Background: an optimization exercise with open tools, aiming at small area and a short achievable clock period. Do not read the settings as production practice.
Only simulation tests tie the RTL to the original design; equivalence was not proved.
No activity file was given, so power comes from the tool's default toggle rates.

oak:
Design mul16, start of the top module:
module mul16(
    input clk,
    input logic[15:0] a,
    input logic[15:0] b,
    output logic[31:0] r
);
clock: 5.5 ns
lec_check: 0
cap_margin: 20
core_margin: 2
core_utilization: 40
cts_buf_list: sky130_fd_sc_hd__clkbuf_8
cts_cluster_size: 12
setup_slack_margin: 2.0
slew_margin: 20
synth_hierarchical: 1
synth_minimum_keep_size: 0
standard.sh (not shown) runs the stock make flow with config.mk's settings and CLKGATE_MAP_FILE= SYNTH_SCRIPT=/design/flow/synth_recipe.tcl, a recipe that flattens the netlist after the stock synthesis.
==> flow/flow/run.sh <==
#!/bin/bash
set -uo pipefail
here=$(pwd)
export BUFFER_PORTS_ARGS="-buffer_cell sky130_fd_sc_hd__buf_4"
export PRE_RESIZE_TCL="$here/flow/outbuf.tcl"
bash standard.sh > standard.log 2>&1
==> flow/flow/outbuf.tcl <==
# Sourced by ORFS's resize.tcl before repair_design: the buffer that buffer_ports put on
# each output port becomes a sky130_fd_sc_hd__buf_1.
set n 0
foreach port [get_ports -filter "direction==output"] {
  set net [get_nets [get_full_name $port]]
  foreach pin [get_pins -of_objects $net -filter "direction==output"] {
    set inst [get_cells -of_objects $pin]
    if {[get_property $inst ref_name] eq "sky130_fd_sc_hd__buf_4"} {
      replace_cell $inst sky130_fd_sc_hd__buf_1
      incr n
    }
  }
}
puts "outbuf.tcl: $n output buffers made buf_1"
Both conditions hold for oak: the flow ran to the end and the final layout passed the timing, design-rule and antenna checks.
The inputs of pine differ from those of oak as listed below.
# oak
export LEC_CHECK = 0
export CAP_MARGIN = 20
export CORE_MARGIN = 2
export CORE_UTILIZATION = 40
export CTS_BUF_LIST = sky130_fd_sc_hd__clkbuf_8
export CTS_CLUSTER_SIZE = 12
export SETUP_SLACK_MARGIN = 2.0
export SLEW_MARGIN = 20
export SYNTH_HIERARCHICAL = 1
export SYNTH_MINIMUM_KEEP_SIZE = 0
create_clock -name core_clock -period 5.5 [get_ports {clk}]
# pine
export LEC_CHECK = 0
export CAP_MARGIN = 20
export CORE_MARGIN = 2
export CORE_UTILIZATION = 45
export CTS_BUF_LIST = sky130_fd_sc_hd__clkbuf_8
export CTS_CLUSTER_SIZE = 12
export SETUP_SLACK_MARGIN = 2.0
export SLEW_MARGIN = 20
export SYNTH_HIERARCHICAL = 1
export SYNTH_MINIMUM_KEEP_SIZE = 0
create_clock -name core_clock -period 5.5 [get_ports {clk}]
Notes after the runs:
- Of pine and oak, oak shows the lower clock-buffer cell count, with pine above it.
- Measured against each other, pine and oak differ in internal power consumption, the lower figure coming from oak.
- Final clock period utilization by the worst path: pine and oak compared, higher one is oak
- Diff oak -> pine | number of global-route vias before repair | up slightly
- Lower setup slack was reported by oak, not pine.
- First-pass GRT wire length, pine and oak: higher on pine
- Looking only at routed wire length, and setting everything else aside, the higher value of pine and oak goes to pine.


Starting RTL as in the previous note.
export LEC_CHECK = 0
export CAP_MARGIN = 20
export CORE_MARGIN = 2
export CORE_UTILIZATION = 35
export CTS_BUF_LIST = sky130_fd_sc_hd__clkbuf_16
export CTS_CLUSTER_SIZE = 30
export SETUP_SLACK_MARGIN = 2.0
export SLEW_MARGIN = 20
export SYNTH_HIERARCHICAL = 1
export SYNTH_MINIMUM_KEEP_SIZE = 0
create_clock -name core_clock -period 5.5 [get_ports {clk}]
Scripts as last shown in full above: flow/flow/run.sh, flow/flow/outbuf.tcl
Change:
Settings changed: CTS_BUF_LIST sky130_fd_sc_hd__clkbuf_16 to sky130_fd_sc_hd__clkbuf_8, CTS_CLUSTER_SIZE 30 to 12.
Core utilization is lower by 0.37 points.
Register-to-register slack is about the same.
Via count came out lower by 0.35%.
Sequential share of layout area went up by 0.22 points.
Area after synthesis stays the same.
Sequential cell count stays the same.


## v42
Another version of the RTL of mul16 (not shown whole).
For scale: roughly 65 I/O pins, about 8800 um^2 of cells after synthesis.
clock: 5.5 ns
lec_check: 0
cap_margin: 20
core_margin: 2
core_utilization: 40
cts_buf_list: sky130_fd_sc_hd__clkbuf_8
cts_cluster_size: 12
setup_slack_margin: 2.0
slew_margin: 20
synth_hierarchical: 1
synth_minimum_keep_size: 0
==> flow/flow/run.sh <==
#!/bin/bash
set -uo pipefail
here=$(pwd)
export PRE_GLOBAL_PLACE_TCL="$here/flow/inbuf.tcl"
export BUFFER_PORTS_ARGS="-outputs -buffer_cell sky130_fd_sc_hd__buf_1"
bash standard.sh > standard.log 2>&1
==> flow/flow/inbuf.tcl <==
# Sourced by ORFS's global_place.tcl just before its buffer_ports call (which then buffers
# the outputs only): buffer the input ports with buf_4 cells.
buffer_ports -inputs -buffer_cell sky130_fd_sc_hd__buf_4
Inputs modified between v42 and v3:
Settings: swapping 2.0 for 1.5 in SETUP_SLACK_MARGIN.
==> flow/flow/run.sh <==
#!/bin/bash
# The standard layout (the standard.sh, standard synthesis unchanged), except that
# the port buffers are sky130_fd_sc_hd__buf_2 cells instead of the resizer's default pick
# (a clkdlybuf4s50_1 delay cell). Every input and output port still gets its buffer.
set -uo pipefail
export BUFFER_PORTS_ARGS="-buffer_cell sky130_fd_sc_hd__buf_2"
bash standard.sh > standard.log 2>&1
removed: flow/flow/inbuf.tcl
Findings:
- Final area was lower in the run labelled v42.
- The lower critical path arrival came out of v42.
- In the tables for v42 and v3, smallest setup slack after layout reads lower with v3.
- The sequential share of layout area of v3 falls short of that of v42 by 0.40 points.
- On fraction of area in multi-input gates: between v42 and v3, it ends up higher for v42.
The following lists how v59 was set up differently from v3:
Settings: CTS_BUF_LIST removed (was sky130_fd_sc_hd__clkbuf_8); SETUP_SLACK_MARGIN changed from 1.5 to 2.0; CTS_CLUSTER_SIZE removed (was 12).
Results
Taking v3 as the reference point, the count of clock-buffer cells in the layout of v59 rises by 1. v59 ends up with a relative area change from synthesis to final layout that is 1.7 points higher than in v3. Against v3, v59 comes in 460 um higher on global-route wire length before repair. v59 improves on v3 in aggregate routed wire length. v59 gives more overall track demand over capacity in global routing than v3 did. Taking v3 as the reference, in v59 maximum vdd ir drop went down by 5.2%; slack of the critical path moved up. Kind of critical path: reg -> reg -> v3, in -> reg -> v59.
diff inputs: v59 => v46
Settings: swapping 2.0 for 2.2 in SETUP_SLACK_MARGIN; putting CTS_CLUSTER_SIZE at 10 where nothing was set; putting CTS_BUF_LIST at sky130_fd_sc_hd__clkbuf_8 where nothing was set.
## What came out
v46 ended up with reg -> reg as its type of the worst setup path; v59 ended up with in -> reg.
Comparing v59 and v46, final critical-path required period is higher on v59.
Where first-pass GRT wire length is concerned, v59 is outperformed by v46.
Summed area of non-filler cells in the final layout (v46 vs. v59) increases slightly

[re-timing with driven ports]
The results above use ideal ports. As a check the final layouts listed here were re-extracted and re-timed, cells and wires unchanged.
Step 1, drivers: a clkbuf_16 drives clk and a buf_2 each remaining input, both assumed.
Step 2, shift: input delay + t, output delay - t, t = (earliest + latest rising clock arrival at the registers) / 2. This alone moves slack from input paths to output paths.
Three values: ideal ports, drivers, drivers and shift; two values: the first two.
run	t, ns	setup WS [ns]	worst hold slack (ns)	latest minus earliest clock arrival (ns)
oak	0.429	2.198 / 2.198 / 1.821	0.366 / 0.366 / 0.366	0.013 / 0.013
pine	0.415	2.226 / 2.229 / 1.814	0.365 / 0.365 / 0.365	0.011 / 0.011
the first run of note 2	0.397	2.204 / 2.224 / 1.827	0.354 / 0.354 / 0.354	0.010 / 0.010
the second run of note 2	0.426	2.242 / 2.252 / 1.826	0.354 / 0.354 / 0.354	0.017 / 0.016
v42	0.432	2.162 / 2.162 / 1.774	0.369 / 0.369 / 0.369	0.018 / 0.018
v3	0.439	1.744 / 1.744 / 1.744	0.363 / 0.363 / 0.363	0.015 / 0.014
v59	0.407	2.147 / 2.147 / 1.740	0.360 / 0.360 / 0.360	0.010 / 0.010
v46	0.442	2.189 / 2.189 / 1.875	0.367 / 0.367 / 0.367	0.018 / 0.018
After both steps every run listed still meets setup and hold. For the second run of note 2, which loses most, drivers alone change the setup slack by +0.010 ns; drivers and shift together by -0.416 ns.
